What follows belongs to an exercise in optimizing a design on an open flow for small area, a short achievable clock period and few clock cycles; a production flow would make more cautious choices. At most, simulation tests tie the RTL to the original design; equivalence was not proved. Power is estimated from default activity; no workload was simulated.

// top
module top(
	input clk, rst_n,
	output [5:0] mem_raddr,
	input [31:0] mem_rdata,
	output mem_we,
	output [5:0] mem_waddr,
	output [31:0] mem_wdata
);
For scale: ~4400 cells after synthesis, about 79 I/O pins, roughly 60000 sq um of cells after synthesis.
clock: 10.0 ns
lec_check: 0
abc_clock_period_in_ps: 3000
cap_margin: 20
core_margin: 2
core_utilization: 25
place_density: 0.45
setup_slack_margin: 5
slew_margin: 20
standard.sh (not shown) runs the stock make flow with config.mk's settings and CLKGATE_MAP_FILE= SYNTH_SCRIPT=/design/flow/synth_recipe.tcl, a recipe that flattens the netlist after the stock synthesis.
==> flow/flow/run.sh <==
#!/bin/bash
set -euo pipefail
bash standard.sh synth > synth.log 2>&1
bash standard.sh SETUP_SLACK_MARGIN=6.5 finish > layout.log 2>&1
Edit:
Settings changed: CTS_BUF_LIST set to sky130_fd_sc_hd__clkbuf_8 sky130_fd_sc_hd__clkbuf_16, CTS_CLUSTER_DIAMETER set to 50, CTS_CLUSTER_SIZE set to 20.
The new run ran to the end with no violations.
Critical path depth stays the same.
Final area came out higher by 0.90%.
Wire length is about the same.
Power grows by about 1.2%.
Function was not checked in any run of this note: the RTL went through the layout flow alone.

The RTL this note starts from:
==> flow/design.v <==
module sign_extend(
	input [15:0] imm,
	output [31:0] ext
);
assign ext = {{16{imm[15]}}, imm};
endmodule
module reg_file(
	input clk,
	input [31:0] r1_sel,
	input [31:0] r2_sel,
	input [4:0] r3_addr,
	input [31:0] r3_din,
	input r3_wr,
	output reg [31:0] r1_dout,
	output reg [31:0] r2_dout
);
reg [31:0] rf [0:31];
integer i;
always @(posedge clk)
	if (r3_wr)
		rf[r3_addr] <= r3_din;
always @(*) begin
	r1_dout = 32'd0;
	r2_dout = 32'd0;
	for (i = 0; i < 32; i = i + 1) begin
		r1_dout = r1_dout | ({32{r1_sel[i]}} & rf[i]);
		r2_dout = r2_dout | ({32{r2_sel[i]}} & rf[i]);
	end
end
endmodule
module alu(
	input [31:0] alu_a,
	input [31:0] alu_b,
	output [31:0] alu_out,
	output gtz
);
assign alu_out = alu_a + alu_b;
wire zero = ((alu_a ^ alu_b) == {alu_a[30:0] | alu_b[30:0], 1'b0});
assign gtz = ~alu_out[31] & ~zero;
endmodule
module pc(
	input [31:0] word,
	input [5:0] wpc,
	output redir,
	output [5:0] tgt
);
wire is_j = word[31:26] == 6'b000010;
wire is_b = word[31:26] == 6'b000111;
assign redir = is_j | (is_b & word[15]);
assign tgt = is_j ? word[5:0] : wpc + word[5:0] + 6'd1;
endmodule
module cu(
	input [5:0] op,
	output is_add,    
	output is_addi,
	output is_lw,
	output is_sw,
	output is_bgtz
);
assign is_addi = op == 6'b001000;
assign is_add = (op == 6'b000000) | is_addi;
assign is_lw = op == 6'b100011;
assign is_sw = op == 6'b101011;
assign is_bgtz = op == 6'b000111;
endmodule
module top(
	input clk, rst_n,
	output [5:0] mem_raddr,
	input [31:0] mem_rdata,
	output mem_we,
	output [5:0] mem_waddr,
	output [31:0] mem_wdata
);
localparam NB = 4;               
reg [5:0]  raddr_q;      
reg        ra_fetch;     
reg [5:0]  npc;          
reg        fvalid;       
reg [5:0]  fpc;          
reg        fhit;         
reg [NB-1:0] bv;
reg [5:0]  btag [0:NB-1];
reg [5:0]  btgt [0:NB-1];
reg [1:0]  brr;          
reg        svalid;
reg [31:0] sk_word;
reg [5:0]  spc;
reg        sredir;
reg        dvalid;
reg [31:0] ir;
reg [31:0] dsel_a, dsel_b;
reg        fa_q, fb_q;   
reg [31:0] rv;           
reg [5:0]  dpc;
reg        dredir;       
reg        dpend;        
reg [5:0]  dtgt;         
reg        evalid;
reg        e_add, e_lw, e_sw, e_bgtz, e_j, e_pred;
reg [31:0] e_a, e_b;
reg [5:0]  e_maddr;
reg [4:0]  e_dest;
reg [5:0]  e_pc, e_tgt;
reg        we_q;         
reg        lwb;          
reg        kill;         
integer i;
wire       f_redir;
wire [5:0] f_tgt;
pc pd(.word(mem_rdata), .wpc(fpc), .redir(f_redir), .tgt(f_tgt));
wire       s_redir_unused;
wire [5:0] s_tgt;
pc pds(.word(sk_word), .wpc(spc), .redir(s_redir_unused), .tgt(s_tgt));
wire f_isb = mem_rdata[31:26] == 6'b000111;
wire [31:0] sum;
wire        gtz;
alu alu_1(.alu_a(e_a), .alu_b(e_b), .alu_out(sum), .gtz(gtz));
wire e_go = evalid & ~kill;
wire e_lw0 = e_go & e_lw;           
wire        rf_we = (e_go & e_add) | lwb;
wire [31:0] rf_wd = lwb ? mem_rdata : sum;
wire d_add, d_addi, d_lw, d_sw, d_bgtz;
cu dec(.op(ir[31:26]), .is_add(d_add), .is_addi(d_addi), .is_lw(d_lw),
       .is_sw(d_sw), .is_bgtz(d_bgtz));
wire d_j = ir[31:26] == 6'b000010;
wire [4:0] rs = ir[25:21];
wire [4:0] rt = ir[20:16];
wire [31:0] r1, r2;
reg_file register(
	.clk(clk),
	.r1_sel(dsel_a), .r2_sel(dsel_b),
	.r3_addr(e_dest), .r3_din(rf_wd), .r3_wr(rf_we),
	.r1_dout(r1), .r2_dout(r2)
);
wire [31:0] simm;
sign_extend se(.imm(ir[15:0]), .ext(simm));
wire fwd_a = fa_q;
wire fwd_b = fb_q;
wire [31:0] opa = fwd_a ? rf_wd : r1;
wire [31:0] opb = d_addi ? simm : fwd_b ? rf_wd : r2;
wire [5:0]  maddr_f = rf_wd[5:0] + ir[5:0];
wire [5:0]  maddr_r = r1[5:0] + ir[5:0];
wire [5:0]  maddr = fwd_a ? maddr_f : maddr_r;
wire dlive = dvalid & ~kill;
wire dfire = dlive & ~e_lw0;
wire flive = fvalid & ~kill;
wire sw_hit = (dvalid & (dpc == e_maddr)) | (svalid & (spc == e_maddr)) |
              (fvalid & (fpc == e_maddr)) | (ra_fetch & (raddr_q == e_maddr));
wire e_mis = e_go & ((e_bgtz & (gtz ^ e_pred)) | (e_sw & sw_hit));
wire [5:0] e_alt = (e_pred | e_sw) ? e_pc + 6'd1 : e_tgt;
reg [NB-1:0] bhit;
reg [5:0]    bsel;
always @(*) begin
	bsel = 6'd0;
	for (i = 0; i < NB; i = i + 1) begin
		bhit[i] = bv[i] & (btag[i] == raddr_q);
		bsel = bsel | ({6{bhit[i]}} & btgt[i]);
	end
end
wire bpred = ra_fetch & (|bhit);
wire [5:0] succ = !ra_fetch ? npc : bpred ? bsel : raddr_q + 6'd1;
wire req_lw = dfire & d_lw;
wire req_d  = dlive & dpend;
wire req_f  = flive & f_redir & ~fhit;
wire take_d = ~req_lw & req_d;                  
wire take_f = ~req_lw & ~req_d & req_f;
wire [5:0] seq_addr = take_d ? dtgt : take_f ? f_tgt : succ;
wire [5:0] ra_next = req_lw ? maddr : seq_addr;
reg [NB-1:0] bm_pc, bm_st;
always @(*)
	for (i = 0; i < NB; i = i + 1) begin
		bm_pc[i] = bv[i] & (btag[i] == e_pc);
		bm_st[i] = bv[i] & (btag[i] == e_maddr);
	end
wire b_ins = e_go & (e_j | (e_bgtz & gtz));
wire b_del = e_go & e_bgtz & ~gtz;
wire b_any = |bm_pc;
wire d_accept = ~dvalid | dfire;
wire [31:0] d_word = svalid ? sk_word : mem_rdata;    
wire [4:0] d_dest = (ir[31:26] == 6'b000000) ? ir[15:11] : rt;
wire [4:0] dest_next = dfire ? d_dest : e_dest;
wire       we_next = (dfire & d_add) | e_lw0;     
wire [4:0] rs_next = d_accept ? d_word[25:21] : rs;
wire [4:0] rt_next = d_accept ? d_word[20:16] : rt;
wire [31:0] rv_next = rv | ({31'd0, rf_we} << e_dest);
wire f_keep = flive & ~take_d;                  
wire f_pt = f_redir | (fhit & f_isb);           
always @(posedge clk or negedge rst_n)
	if (!rst_n) begin
		rv <= 32'd0;
		ra_fetch <= 1'b1;
		npc <= 6'd0;
		fvalid <= 1'b0;
		fhit <= 1'b0;
		svalid <= 1'b0;
		dvalid <= 1'b0;
		dpend <= 1'b0;
		evalid <= 1'b0;
		we_q <= 1'b0;
		lwb <= 1'b0;
		kill <= 1'b0;
		bv <= {NB{1'b0}};
		brr <= 2'd0;
	end else begin
		kill <= e_mis;
		lwb <= e_lw0;
		we_q <= dfire & d_sw & ~e_mis;
		evalid <= dfire;
		rv <= rv_next;
		if (req_lw)
			npc <= succ;
		ra_fetch <= e_mis | ~req_lw;
		fvalid <= ra_fetch & ~take_d & ~take_f;
		fhit <= bpred;
		if (kill) begin
			dvalid <= 1'b0;
			svalid <= 1'b0;
			dpend <= 1'b0;
		end else if (d_accept) begin
			if (svalid) begin
				dvalid <= ~take_d;
				dpend <= 1'b0;
				svalid <= f_keep;
			end else begin
				dvalid <= f_keep;
				dpend <= f_keep & req_f & req_lw;
			end
		end else begin
			if (take_d)
				dpend <= 1'b0;
			svalid <= f_keep;
		end
		if (we_q)
			bv <= bv & ~bm_st;
		else if (b_del)
			bv <= bv & ~bm_pc;
		else if (b_ins) begin
			if (!b_any) begin
				bv[brr] <= 1'b1;
				brr <= brr + 2'd1;
			end
		end
	end
always @(posedge clk)
	if (b_ins && !b_any) begin
		btag[brr] <= e_pc;
		btgt[brr] <= e_tgt;
	end
always @(posedge clk)
	raddr_q <= !rst_n ? 6'd0 : e_mis ? e_alt : ra_next;
always @(posedge clk) begin
	fpc <= raddr_q;
	e_pc <= dpc;
	e_tgt <= dtgt;
	e_a <= opa;
	e_b <= opb;
	e_maddr <= maddr;
	e_add <= d_add;
	e_lw <= d_lw;
	e_sw <= d_sw;
	e_bgtz <= d_bgtz;
	e_j <= d_j;
	e_pred <= dredir;
	if (dfire)
		e_dest <= d_dest;
	dsel_a <= (32'd1 << rs_next) & rv_next;
	dsel_b <= (32'd1 << rt_next) & rv_next;
	fa_q <= we_next & (dest_next == rs_next);
	fb_q <= we_next & (dest_next == rt_next);
	if (d_accept) begin
		if (svalid) begin
			ir <= sk_word;
			dpc <= spc;
			dredir <= sredir;
			dtgt <= s_tgt;
		end else begin
			ir <= mem_rdata;
			dpc <= fpc;
			dredir <= f_pt;
			dtgt <= f_tgt;
		end
	end
	if (svalid ? d_accept : ~d_accept) begin
		sk_word <= mem_rdata;
		spc <= fpc;
		sredir <= f_pt;
	end
end
assign mem_raddr = raddr_q;
assign mem_we = we_q;
assign mem_waddr = e_maddr;
assign mem_wdata = e_b;
endmodule
clock: 10.0 ns
lec_check: 0
abc_clock_period_in_ps: 3000
cap_margin: 20
core_margin: 2
core_utilization: 25
place_density: 0.45
setup_slack_margin: 5
slew_margin: 20
==> flow/flow/run.sh <==
#!/bin/bash
set -euo pipefail
bash standard.sh synth > synth.log 2>&1
bash standard.sh SETUP_SLACK_MARGIN=6.8 \
  "CTS_ARGS=-sink_clustering_enable -repair_clock_nets -dont_use_dummy_load" \
  finish > layout.log 2>&1
Testbench counts at the start, summed over its fixed seeds: cycles 18,334.
Change:
==> flow/flow/run.sh (replaced) <==
#!/bin/bash
set -euo pipefail
bash standard.sh synth > synth.log 2>&1
bash standard.sh SETUP_SLACK_MARGIN=6.8 finish > layout.log 2>&1
Settings changed: CTS_BUF_LIST set to sky130_fd_sc_hd__clkbuf_4 sky130_fd_sc_hd__clkbuf_8 sky130_fd_sc_hd__clkbuf_16, CTS_CLUSTER_DIAMETER set to 50, CTS_CLUSTER_SIZE set to 20.
The changed run ran to the end with no violations. Total power is higher by a few percent. Final area increases slightly. Non-clock buffer count drops by 17. Wire length is about the same. Clock skew is lower by 30 ps. First-iteration DRC count rises by a few percent.
Change:
==> flow/flow/run.sh (replaced) <==
#!/bin/bash
set -euo pipefail
bash standard.sh synth > synth.log 2>&1
bash standard.sh SETUP_SLACK_MARGIN=7.2 finish > layout.log 2>&1
Settings changed: CTS_BUF_LIST sky130_fd_sc_hd__clkbuf_4 sky130_fd_sc_hd__clkbuf_8 sky130_fd_sc_hd__clkbuf_16 to unset, CTS_CLUSTER_DIAMETER 50 to unset, CTS_CLUSTER_SIZE 20 to unset.
Result:
- via count rose slightly
- area after synthesis stays the same
- final cell count is higher slightly
Change:
==> flow/flow/run.sh (replaced) <==
#!/bin/bash
set -euo pipefail
bash standard.sh synth > synth.log 2>&1
bash standard.sh SETUP_SLACK_MARGIN=6.8 \
  "CTS_ARGS=-sink_clustering_enable -repair_clock_nets -dont_use_dummy_load -sink_clustering_size 20 -sink_clustering_max_diameter 120" \
  finish > layout.log 2>&1
=>
- worst hold slack stays flat
- final area came out lower by a little under a tenth
- non-clock buffer count decreases by 124
- total power fell by about a fifth

## what the ideal ports hide
How much do the figures lean on ideal ports? The routed layouts below were timed once more, with nothing changed but the port constraints. Step 1 (the two cells are an assumption about what drives the block):
set clk [get_ports {clk}]
set_driving_cell -lib_cell sky130_fd_sc_hd__clkbuf_16 $clk
set_driving_cell -lib_cell sky130_fd_sc_hd__buf_2 [delete_from_list [all_inputs] $clk]
Step 2 times the ports against the registers' clock, not the clock port: input delays grow and output delays shrink by t, the midpoint of the rising clock arrivals with the driver on. a / b / c = ideal / step 1 / step 2; a / b = the first two.
run	shift t [ns]	setup slack, ns	worst slew at a driven data input, ns
the first run of note 1	0.930	6.276 / 6.276 / 5.524	0.12
the second run of note 1	0.934	6.389 / 6.333 / 5.618	0.12
the first run of note 2	0.884	6.673 / 6.570 / 5.879	0.10
the second run of note 2	0.907	6.629 / 6.537 / 5.857	0.10
the third run of note 2	0.909	6.618 / 6.517 / 5.922	0.11
the fourth run of note 2	0.807	6.606 / 6.594 / 5.867	0.11
After both steps setup and hold are still met in every run listed. For the first run of note 2, which loses most, drivers alone change the setup slack by -0.103 ns; drivers and shift together by -0.794 ns.
